Background: an optimization exercise with open tools, aiming at small area and a short achievable clock period. Do not read the settings as production practice. In this exercise RTL edits were held to simulation tests only and were not proved equivalent to the original. Power is estimated from default activity; no workload was simulated.

## ALU
module ALU(
        input               clk,
        input  logic [7:0]  number1,number2,
        input  logic [0:3]  opcode,
        output logic [15:0] resultant
    );
reg [2:0] pre_r, pre_q;
always @(*) begin
    if (number2 >= 8'd8) begin
        pre_q = 3'd0;
        pre_r = number1[7:5];
    end else begin
        case ({number2[2:0], number1[7:5]})
            6'd0: begin pre_q = 3'd7; pre_r = 3'd0; end
            6'd1: begin pre_q = 3'd7; pre_r = 3'd1; end
            6'd2: begin pre_q = 3'd7; pre_r = 3'd2; end
            6'd3: begin pre_q = 3'd7; pre_r = 3'd3; end
            6'd4: begin pre_q = 3'd7; pre_r = 3'd4; end
            6'd5: begin pre_q = 3'd7; pre_r = 3'd5; end
            6'd6: begin pre_q = 3'd7; pre_r = 3'd6; end
            6'd7: begin pre_q = 3'd7; pre_r = 3'd7; end
            6'd8: begin pre_q = 3'd0; pre_r = 3'd0; end
            6'd9: begin pre_q = 3'd1; pre_r = 3'd0; end
            6'd10: begin pre_q = 3'd2; pre_r = 3'd0; end
            6'd11: begin pre_q = 3'd3; pre_r = 3'd0; end
            6'd12: begin pre_q = 3'd4; pre_r = 3'd0; end
            6'd13: begin pre_q = 3'd5; pre_r = 3'd0; end
            6'd14: begin pre_q = 3'd6; pre_r = 3'd0; end
            6'd15: begin pre_q = 3'd7; pre_r = 3'd0; end
            6'd16: begin pre_q = 3'd0; pre_r = 3'd0; end
            6'd17: begin pre_q = 3'd0; pre_r = 3'd1; end
            6'd18: begin pre_q = 3'd1; pre_r = 3'd0; end
            6'd19: begin pre_q = 3'd1; pre_r = 3'd1; end
            6'd20: begin pre_q = 3'd2; pre_r = 3'd0; end
  ...
Size: roughly 550 cells after synthesis, roughly 37 I/O pins, roughly 0.0047 mm² of cells after synthesis.
==> flow/config.mk <==
export PLATFORM = sky130hd
export DESIGN_NAME = ALU
export DESIGN_NICKNAME = ALU
export VERILOG_FILES = /design/flow/design.v
export SDC_FILE = /design/flow/constraint.sdc
export NUM_CORES = 4
export LEC_CHECK = 0
export ABC_AREA = 1
export CAP_MARGIN = 20
export CORE_MARGIN = 2
export CORE_UTILIZATION = 70
export CTS_BUF_LIST = sky130_fd_sc_hd__clkbuf_8
export SLEW_MARGIN = 20
export SYNTH_HIERARCHICAL = 1
export SYNTH_MINIMUM_KEEP_SIZE = 0
==> flow/constraint.sdc <==
create_clock -name core_clock -period 38.0 [get_ports {clk}]
set_input_delay 7.6000 -clock core_clock [delete_from_list [all_inputs] [get_ports {clk}]]
set_output_delay 7.6000 -clock core_clock [all_outputs]
set_load 0.01 [all_outputs]
standard.sh (not shown) runs the stock make flow with config.mk's settings and CLKGATE_MAP_FILE= SYNTH_SCRIPT=/design/flow/synth_recipe.tcl, a recipe that flattens the netlist after the stock synthesis.
==> flow/flow/run.sh <==
#!/bin/bash
# The standard layout, with plain buf_2 cells as the port buffers.
# The whole make output goes to standard.log in the work folder.
bash standard.sh BUFFER_PORTS_ARGS="-buffer_cell sky130_fd_sc_hd__buf_2" finish > standard.log 2>&1
Next try:
--- a/flow/config.mk
+++ b/flow/config.mk
@@ -9,5 +9,5 @@
 export CAP_MARGIN = 20
 export CORE_MARGIN = 2
-export CORE_UTILIZATION = 70
+export CORE_UTILIZATION = 60
 export CTS_BUF_LIST = sky130_fd_sc_hd__clkbuf_8
 export SLEW_MARGIN = 20
- The new run went through all stages and came out clean
- clock skew stays flat
- combinational power goes down by a few percent
- non-clock buffer count goes up by 1
- global-route usage goes down by 4.8 points
- clock power goes down by a few percent
- cell count goes up by a few percent
- first-iteration DRC count goes down by well over a third
- routed wire length barely changes
- synthesized cell count does not change

========
Another version of the RTL of ALU (not shown whole).
Size: about 37 I/O pins.
Settings: LEC_CHECK=0, ABC_AREA=0, CAP_MARGIN=20, CORE_MARGIN=2, CORE_UTILIZATION=60, CTS_BUF_LIST=sky130_fd_sc_hd__clkbuf_8, SLEW_MARGIN=20, SYNTH_HIERARCHICAL=1, SYNTH_MINIMUM_KEEP_SIZE=0; clock period 38.0 ns.
Scripts as last shown in full above: flow/flow/run.sh
Next try:
Settings changed: ABC_AREA 0 to 1.
Core utilization went up by 1.7 points.
Cell area drops by 1.4%.
Hold slack gets worse by 0.060 ns.
Next try:
==> flow/flow/run.sh (replaced) <==
#!/bin/bash
# The standard layout, with plain buf_1 cells as the port buffers.
# The whole make output goes to standard.log in the work folder.
bash standard.sh BUFFER_PORTS_ARGS="-buffer_cell sky130_fd_sc_hd__buf_1" finish > standard.log 2>&1
Effect: The new run finished with timing, DRC and antenna clean; utilization fell by 0.52 points; final area shrinks slightly; non-clock buffer count stays the same; synthesized cell count stays the same; die area stays the same; clock power decreases by a few percent; power went down slightly; worst setup slack gets worse by 0.15 ns.

## what the ideal ports hide
In the flow no input, the clock included, has a driving cell. The finished layouts below were timed again as built, in two steps. Step 1: set_driving_cell puts a clkbuf_16 on clk and a buf_2 on each other input, an assumption about the parent block. Step 2 adds t to the input delays and takes it off the output delays; t is the mean of the earliest and latest rising clock arrival at the registers after step 1. Input paths then give back, and output paths get back, about the clock's delay inside the block. a / b / c = ideal / step 1 / step 2; a / b = the first two.
run	t, ns	slack for setup (ns)	worst setup path after step 2	slew at the worst register clock pin (ns)	worst data-port slew with drivers (ns)
the first run of note 1	0.327	29.517 / 29.526 / 29.199	input to register	0.08 / 0.08	0.03
the second run of note 1	0.327	29.526 / 29.536 / 29.209	input to register	0.09 / 0.09	0.03
the first run of note 2	0.331	28.522 / 28.522 / 28.522	register to register	0.09 / 0.09	0.03
the second run of note 2	0.328	29.560 / 29.528 / 29.277	input to register	0.09 / 0.09	0.03
the third run of note 2	0.327	29.414 / 29.422 / 29.096	input to register	0.08 / 0.08	0.03
After both steps every run listed still meets setup and hold.
